What follows belongs to an exercise in optimizing a design on an open flow for small area and a short achievable clock period; a production flow would make more cautious choices.
The RTL was checked by simulation tests, not by an equivalence proof against the original design.
Power figures rest on the tool's default switching activity, not on a simulated workload.

==> inputs of violet <==
## ALU_TOP
module ALU_TOP (
input  wire [15:0] A ,
input  wire [15:0] B ,
input  wire [3:0]  ALU_FUNC ,
input  wire        CLK ,
output reg  [31:0] Arith_OUT ,
output wire        Carry_OUT ,
output reg         Arith_Flag ,
output reg  [15:0] Logic_OUT ,
output reg         Logic_Flag ,
output reg  [15:0] Shift_OUT ,
output reg         Shift_Flag ,
output reg  [2:0]  CMP_OUT ,
output reg         CMP_Flag
);
wire [3:0] en;
Decoder U0 (.IN(ALU_FUNC[3:2]), .OUT(en));
wire        sub = (en[0] & (ALU_FUNC[1:0] == 2'b01)) | en[2];
wire [15:0] y   = B ^ {16{sub}};
wire [16:0] c;
wire [16:0] s;
assign c[0] = sub;
genvar i;
generate
  for (i = 0; i < 16; i = i + 1) begin : add
    assign s[i]   = A[i] ^ y[i] ^ c[i];
    assign c[i+1] = (A[i] & y[i]) | (A[i] & c[i]) | (y[i] & c[i]);
  end
endgenerate
assign s[16] = c[16];
wire        lt  = ~s[16];
wire        eq  = (A == B);
wire [31:0] prod;
wire [15:0] quot;
MUL_UNIT U_MUL (.A(A), .B(B), .P(prod));
DIV_UNIT U_DIV (.A(A), .B(B), .Q(quot));
reg [31:0] arith;
always @(*) begin
  case (ALU_FUNC[1:0])
    2'b00: arith = {15'b0, s};
    2'b01: arith = {{16{lt}}, s[15:0]};
    2'b10: arith = prod;
    default: arith = {16'b0, quot};
  endcase
end
wire [15:0] logic_y, shift_y;
wire [2:0]  cmp_y;
LOGIC_UNIT U_LOGIC (.A(A), .B(B), .F(ALU_FUNC[1:0]), .Y(logic_y));
SHIFT_UNIT U_SHIFT (.A(A), .B(B), .F(ALU_FUNC[1:0]), .Y(shift_y));
CMP_UNIT   U_CMP   (.eq(eq), .lt(lt), .F(ALU_FUNC[1:0]), .Y(cmp_y));
always @(posedge CLK) begin
  Arith_OUT  <= en[0] ? arith : 32'b0;
  Arith_Flag <= en[0];
  Logic_OUT  <= en[1] ? logic_y : 16'b0;
  Logic_Flag <= en[1];
  CMP_OUT    <= en[2] ? cmp_y : 3'b0;
  CMP_Flag   <= en[2];
  Shift_OUT  <= en[3] ? shift_y : 16'b0;
  Shift_Flag <= en[3];
end
assign Carry_OUT = Arith_OUT[16];
endmodule
Settings: LEC_CHECK=0, ABC_AREA=1, CAP_MARGIN=20, CORE_MARGIN=2, CORE_UTILIZATION=40, CTS_BUF_LIST=sky130_fd_sc_hd__clkbuf_4 sky130_fd_sc_hd__clkbuf_8, SLEW_MARGIN=20; clock period 105.0 ns.
standard.sh (not shown) runs the stock make flow with config.mk's settings and CLKGATE_MAP_FILE= SYNTH_SCRIPT=/design/flow/synth_recipe.tcl, a recipe that flattens the netlist after the stock synthesis.
==> flow/flow/run.sh <==
#!/bin/bash
# Layout flow: the standard synthesis, then the combinational logic is
# re-mapped (full-adder polarity chosen to save inverters, other cells
# re-mapped by ABC; flip-flops untouched), proven equivalent to the standard
# netlist, and laid out by the standard flow with small port buffers.
set -euo pipefail
F=$PWD/flow
source $F/params.sh
R=$PWD/orfs/results/sky130hd/ALU_TOP/base
export LIB=$FLOW_HOME/platforms/sky130hd/lib/sky130_fd_sc_hd__tt_025C_1v80.lib
export YOSYS=$(command -v yosys || echo /OpenROAD-flow-scripts/tools/install/yosys/bin/yosys)
export YOSYS_ABC=$(command -v yosys-abc || echo $(dirname $YOSYS)/yosys-abc)

bash standard.sh synth > synth.log 2>&1
cp $R/1_2_yosys.v std_synth.v
python3 $F/fixinv.py std_synth.v fixinv1.v > fixinv1.log 2>&1
RS_IN=$PWD/fixinv1.v RS_OUT=$PWD/resynth.v RS_LIB=$LIB RS_SCRIPT=$F/$ABC_SCRIPT \
  RS_DONT_USE="$(cat $F/dont_use.txt)" RS_CONSTR=$F/abc.constr \
  $YOSYS -c $F/resynth.tcl > resynth.log 2>&1
python3 $F/fixinv.py resynth.v fixinv2.v > fixinv2.log 2>&1
if bash $F/equiv.sh std_synth.v fixinv2.v $PWD/equiv > equiv.log 2>&1; then
  echo "re-mapped netlist proven equivalent" >> equiv.log
  cp fixinv2.v $R/1_2_yosys.v
  rm -f $R/1_synth.odb $R/1_synth.sdc
else
  echo "equivalence not proven: keeping the standard netlist" >> equiv.log
fi
bash standard.sh "${EXTRA[@]}" finish > layout.log 2>&1
==> flow/flow/fixinv.py <==
#!/usr/bin/env python3
"""Re-choose the polarity of sky130 full adders in a Yosys netlist to need
fewer inverters.

A full adder is self-dual: FA(~a,~b,~c) = (~sum, ~cout).  Each fa cell may be
used in either polarity; a local search picks the polarities that need the
fewest inverters, then every inv_1 (except ones driving ports) is rebuilt:
at most one inverter per signal.  The logic function is unchanged and
flip-flops are not touched.
Usage: fixinv.py IN.v OUT.v
"""
import re, sys, random

OUTPINS = {"X", "Y", "Q", "Q_N", "SUM", "COUT", "HI", "LO"}
INV = "sky130_fd_sc_hd__inv_1"
FA = "sky130_fd_sc_hd__fa_1"

src = open(sys.argv[1]).read()
m = re.search(r"^\s*sky130_fd_sc_hd__\w+\s", src, re.M)
head = src[:m.start()]
body = src[m.start():src.rindex("endmodule")]
if re.search(r"^\s*assign\s", body, re.M):
    sys.exit("fixinv: assign statements in the cell list are not handled")
inst_re = re.compile(r"(sky130_fd_sc_hd__\w+)\s+(\\\S+\s|\S+)\s*\((.*?)\);", re.S)
pin_re = re.compile(r"\.(\w+)\(\s*(.*?)\s*\)\s*(?:,|$)", re.S)
insts = {}
for t, n, pins in inst_re.findall(body):
    insts[n.strip()] = [t, {p: net.strip() for p, net in pin_re.findall(pins)}]
ports = set()
for d, rng, names in re.findall(r"^\s*(input|output|inout)\s+(\[[^\]]+\]\s+)?([^;]+);", head, re.M):
    for nm in names.split(","):
        nm = nm.strip()
        ports.add(nm)
        if rng:
            hi, lo = map(int, re.findall(r"-?\d+", rng))
            for i in range(min(hi, lo), max(hi, lo) + 1):
                ports.add(f"{nm}[{i}]")

drv = {}
for n, (t, pins) in insts.items():
    for p, net in pins.items():
        if p in OUTPINS:
            drv[net] = (n, p)
# inverters that may be rebuilt: inv_1 not driving a port
free_inv = {n for n, (t, pins) in insts.items() if t == INV and pins["Y"] not in ports}
def base_of(net):
    par = 0
    seen = 0
    while net in drv and drv[net][0] in free_inv and seen < 100:
        net = insts[drv[net][0]][1]["A"]
        par ^= 1
        seen += 1
    return net, par
fas = [n for n, (t, _) in insts.items() if t == FA]
fa_idx = {n: i for i, n in enumerate(fas)}
# source variable of each base signal
src_var = {}
for n in fas:
    for p in ("SUM", "COUT"):
        src_var[insts[n][1][p]] = fa_idx[n]
# fas whose outputs reach ports keep their polarity
fixed = set()
# consumers: list of (base, parity, fa index or None, inst, pin)
cons = {}
for n, (t, pins) in insts.items():
    if n in free_inv:
        continue
    for p, net in pins.items():
        if p in OUTPINS:
            continue
        b, par = base_of(net)
        v = fa_idx[n] if t == FA else None
        cons.setdefault(b, []).append((par, v, n, p))
for net in ports:
    if net in drv or net in src_var:
        b, par = base_of(net)
        if b in src_var:
            fixed.add(src_var[b])
x = [0] * len(fas)
def sig_cost(b):
    sp = x[src_var[b]] if b in src_var else 0
    for par, v, _, _ in cons.get(b, ()):
        w = par ^ (x[v] if v is not None else 0)
        if w != sp:
            return 1
    return 0
# signals touched by each fa
touch = [set() for _ in fas]
for b, cl in cons.items():
    for _, v, _, _ in cl:
        if v is not None:
            touch[v].add(b)
for b, v in src_var.items():
    touch[v].add(b)
def total():
    return sum(sig_cost(b) for b in cons)
start = total()
best_x, best = list(x), start
cur = start
rng = random.Random(1)
T = 1.0
for step in range(200000):
    i = rng.randrange(len(fas))
    if i in fixed:
        continue
    before = sum(sig_cost(b) for b in touch[i])
    x[i] ^= 1
    d = sum(sig_cost(b) for b in touch[i]) - before
    if d <= 0 or rng.random() < pow(2.718, -d / T):
        cur += d
        if cur < best:
            best, best_x = cur, list(x)
    else:
        x[i] ^= 1
    T = max(0.05, T * 0.99997)
x = best_x
sys.stderr.write(f"fixinv: signals needing an inverter {start} -> {total()} "
                 f"({sum(x)} of {len(fas)} full adders flipped; {len(free_inv)} inverters before)\n")
# rebuild
for n in free_inv:
    del insts[n]
cnt = [0]
inv_net = {}
new_wires = []
for b, cl in cons.items():
    sp = x[src_var[b]] if b in src_var else 0
    for par, v, n, p in cl:
        w = par ^ (x[v] if v is not None else 0)
        if w == sp:
            insts[n][1][p] = b
        else:
            if b not in inv_net:
                cnt[0] += 1
                y = f"_fixinv_n{cnt[0]}_"
                new_wires.append(y)
                insts[f"_fixinv_i{cnt[0]}_"] = [INV, {"A": b, "Y": y}]
                inv_net[b] = y
            insts[n][1][p] = inv_net[b]
sys.stderr.write(f"fixinv: inverters now {sum(1 for t, _ in insts.values() if t == INV)}\n")
out = [head.rstrip("\n") + "\n"]
for w in new_wires:
    out.append(f"  wire {w};\n")
for n, (t, pins) in insts.items():
    esc = lambda s: s + " " if s.startswith("\\") else s
    pl = ",\n".join(f"    .{p}({esc(net)})" for p, net in pins.items())
    out.append(f"  {t} {esc(n)} (\n{pl}\n  );\n")
out.append("endmodule\n")
open(sys.argv[2], "w").write("".join(out))
==> flow/flow/params.sh <==
ABC_SCRIPT=resynth.abc
EXTRA=("BUFFER_PORTS_ARGS=-buffer_cell sky130_fd_sc_hd__buf_1")
Other scripts of this flow, unchanged in this note and not shown: flow/flow/abc.constr, flow/flow/cutff.py, flow/flow/dont_use.txt, flow/flow/equiv.sh, flow/flow/resynth.abc, flow/flow/resynth.tcl
==> inputs of raven, as changes to violet <==
--- a/flow/flow/run.sh
+++ b/flow/flow/run.sh
@@ -13,7 +13,7 @@
 
 bash standard.sh synth > synth.log 2>&1
 cp $R/1_2_yosys.v std_synth.v
-python3 $F/fixinv.py std_synth.v fixinv1.v > fixinv1.log 2>&1
+python3 $F/fixinv.py std_synth.v fixinv1.v $SOFTEN > fixinv1.log 2>&1
 RS_IN=$PWD/fixinv1.v RS_OUT=$PWD/resynth.v RS_LIB=$LIB RS_SCRIPT=$F/$ABC_SCRIPT \
   RS_DONT_USE="$(cat $F/dont_use.txt)" RS_CONSTR=$F/abc.constr \
   $YOSYS -c $F/resynth.tcl > resynth.log 2>&1
--- a/flow/flow/fixinv.py
+++ b/flow/flow/fixinv.py
@@ -99,7 +99,7 @@
 cur = start
 rng = random.Random(1)
 T = 1.0
-for step in range(200000):
+for step in range(200000 if fas else 0):
     i = rng.randrange(len(fas))
     if i in fixed:
         continue
@@ -137,6 +137,36 @@
                 inv_net[b] = y
             insts[n][1][p] = inv_net[b]
 sys.stderr.write(f"fixinv: inverters now {sum(1 for t, _ in insts.values() if t == INV)}\n")
+SOFT = "--soften" in sys.argv
+soft_def = ""
+if SOFT:
+    # full adders whose carry feeds logic other than full adders are handed
+    # back to ABC (as plain logic) so it can restructure those paths
+    drv2, loads2 = {}, {}
+    for n, (t, pins) in insts.items():
+        for p, net in pins.items():
+            if p in OUTPINS: drv2[net] = n
+            else: loads2.setdefault(net, []).append(n)
+    def fa_only(net):
+        for ln in loads2.get(net, []):
+            t = insts[ln][0]
+            if t == FA: continue
+            if t == INV and all(insts[l2][0] == FA for l2 in loads2.get(insts[ln][1]["Y"], [])): continue
+            return False
+        return True
+    nsoft = 0
+    for n, (t, pins) in list(insts.items()):
+        if t == FA and ("--soften-all" in sys.argv or not fa_only(pins["COUT"])):
+            insts[n][0] = "fa_soft"; nsoft += 1
+    sys.stderr.write(f"fixinv: {nsoft} full adders handed back as logic\n")
+    soft_def = """
+module fa_soft (A, B, CIN, SUM, COUT);
+  input A, B, CIN;
+  output SUM, COUT;
+  assign SUM = A ^ B ^ CIN;
+  assign COUT = (A & B) | (A & CIN) | (B & CIN);
+endmodule
+"""
 out = [head.rstrip("\n") + "\n"]
 for w in new_wires:
     out.append(f"  wire {w};\n")
@@ -145,4 +175,5 @@
     pl = ",\n".join(f"    .{p}({esc(net)})" for p, net in pins.items())
     out.append(f"  {t} {esc(n)} (\n{pl}\n  );\n")
 out.append("endmodule\n")
+out.append(soft_def)
 open(sys.argv[2], "w").write("".join(out))
==> flow/flow/params.sh (replaced) <==
ABC_SCRIPT=resynth.abc
SOFTEN="--soften --soften-all"
EXTRA=("BUFFER_PORTS_ARGS=-buffer_cell sky130_fd_sc_hd__buf_1")
==> results.txt <==
Run status: raven complete, no violations; violet complete, no violations
Largest net degree at the start of global routing: raven 45; violet 57
Number of core rows: raven 80; violet 76
Worst Tran Pin Value: raven 1.015 ns; violet 1.074 ns
Number of well-tap cells placed: raven 615; violet 585
Syn-to-layout area delta: raven 7.517%; violet 10.04%
Sum of internal, switching and leakage power: raven 0.6967 mW; violet 0.3311 mW
Antenna violations before repair: raven 1; violet 0
Die ar.: raven 49580 µm²; violet 45110 µm²
Design Area, Final: raven 20560 µm²; violet 19110 µm²
Overall routing resource usage: raven 28.49%; violet 32.32%
Initial core utilization: raven 40.31%; violet 40.41%
Sequential group share of total power: raven 4.6%; violet 9.5%
Relative area of clock buffers and inverters in the final design: raven 0.9735%; violet 0.9688%

==> separate check: timing with driven ports <==
How much do the figures lean on ideal ports? The routed layouts below were timed once more, with nothing changed but the port constraints. Step 1, drivers: a clkbuf_16 drives CLK and a buf_2 each remaining input, both assumed. Step 2 adds t to the input delays and takes it off the output delays; t is the mean of the earliest and latest rising clock arrival at the registers after step 1. Input paths then give back, and output paths get back, about the clock's delay inside the block. Slacks: ideal / step 1 / step 2; pairs: ideal / step 1.
run | t, ns | setup slack, ns | worst setup path at the end
violet | 0.466 | 71.892 / 71.920 / 71.454 | input to register
raven | 0.442 | 67.223 / 67.241 / 66.800 | input to register
After both steps setup and hold are still met in every run listed. For violet, which loses most, drivers alone change the setup slack by +0.028 ns; drivers and shift together by -0.438 ns.
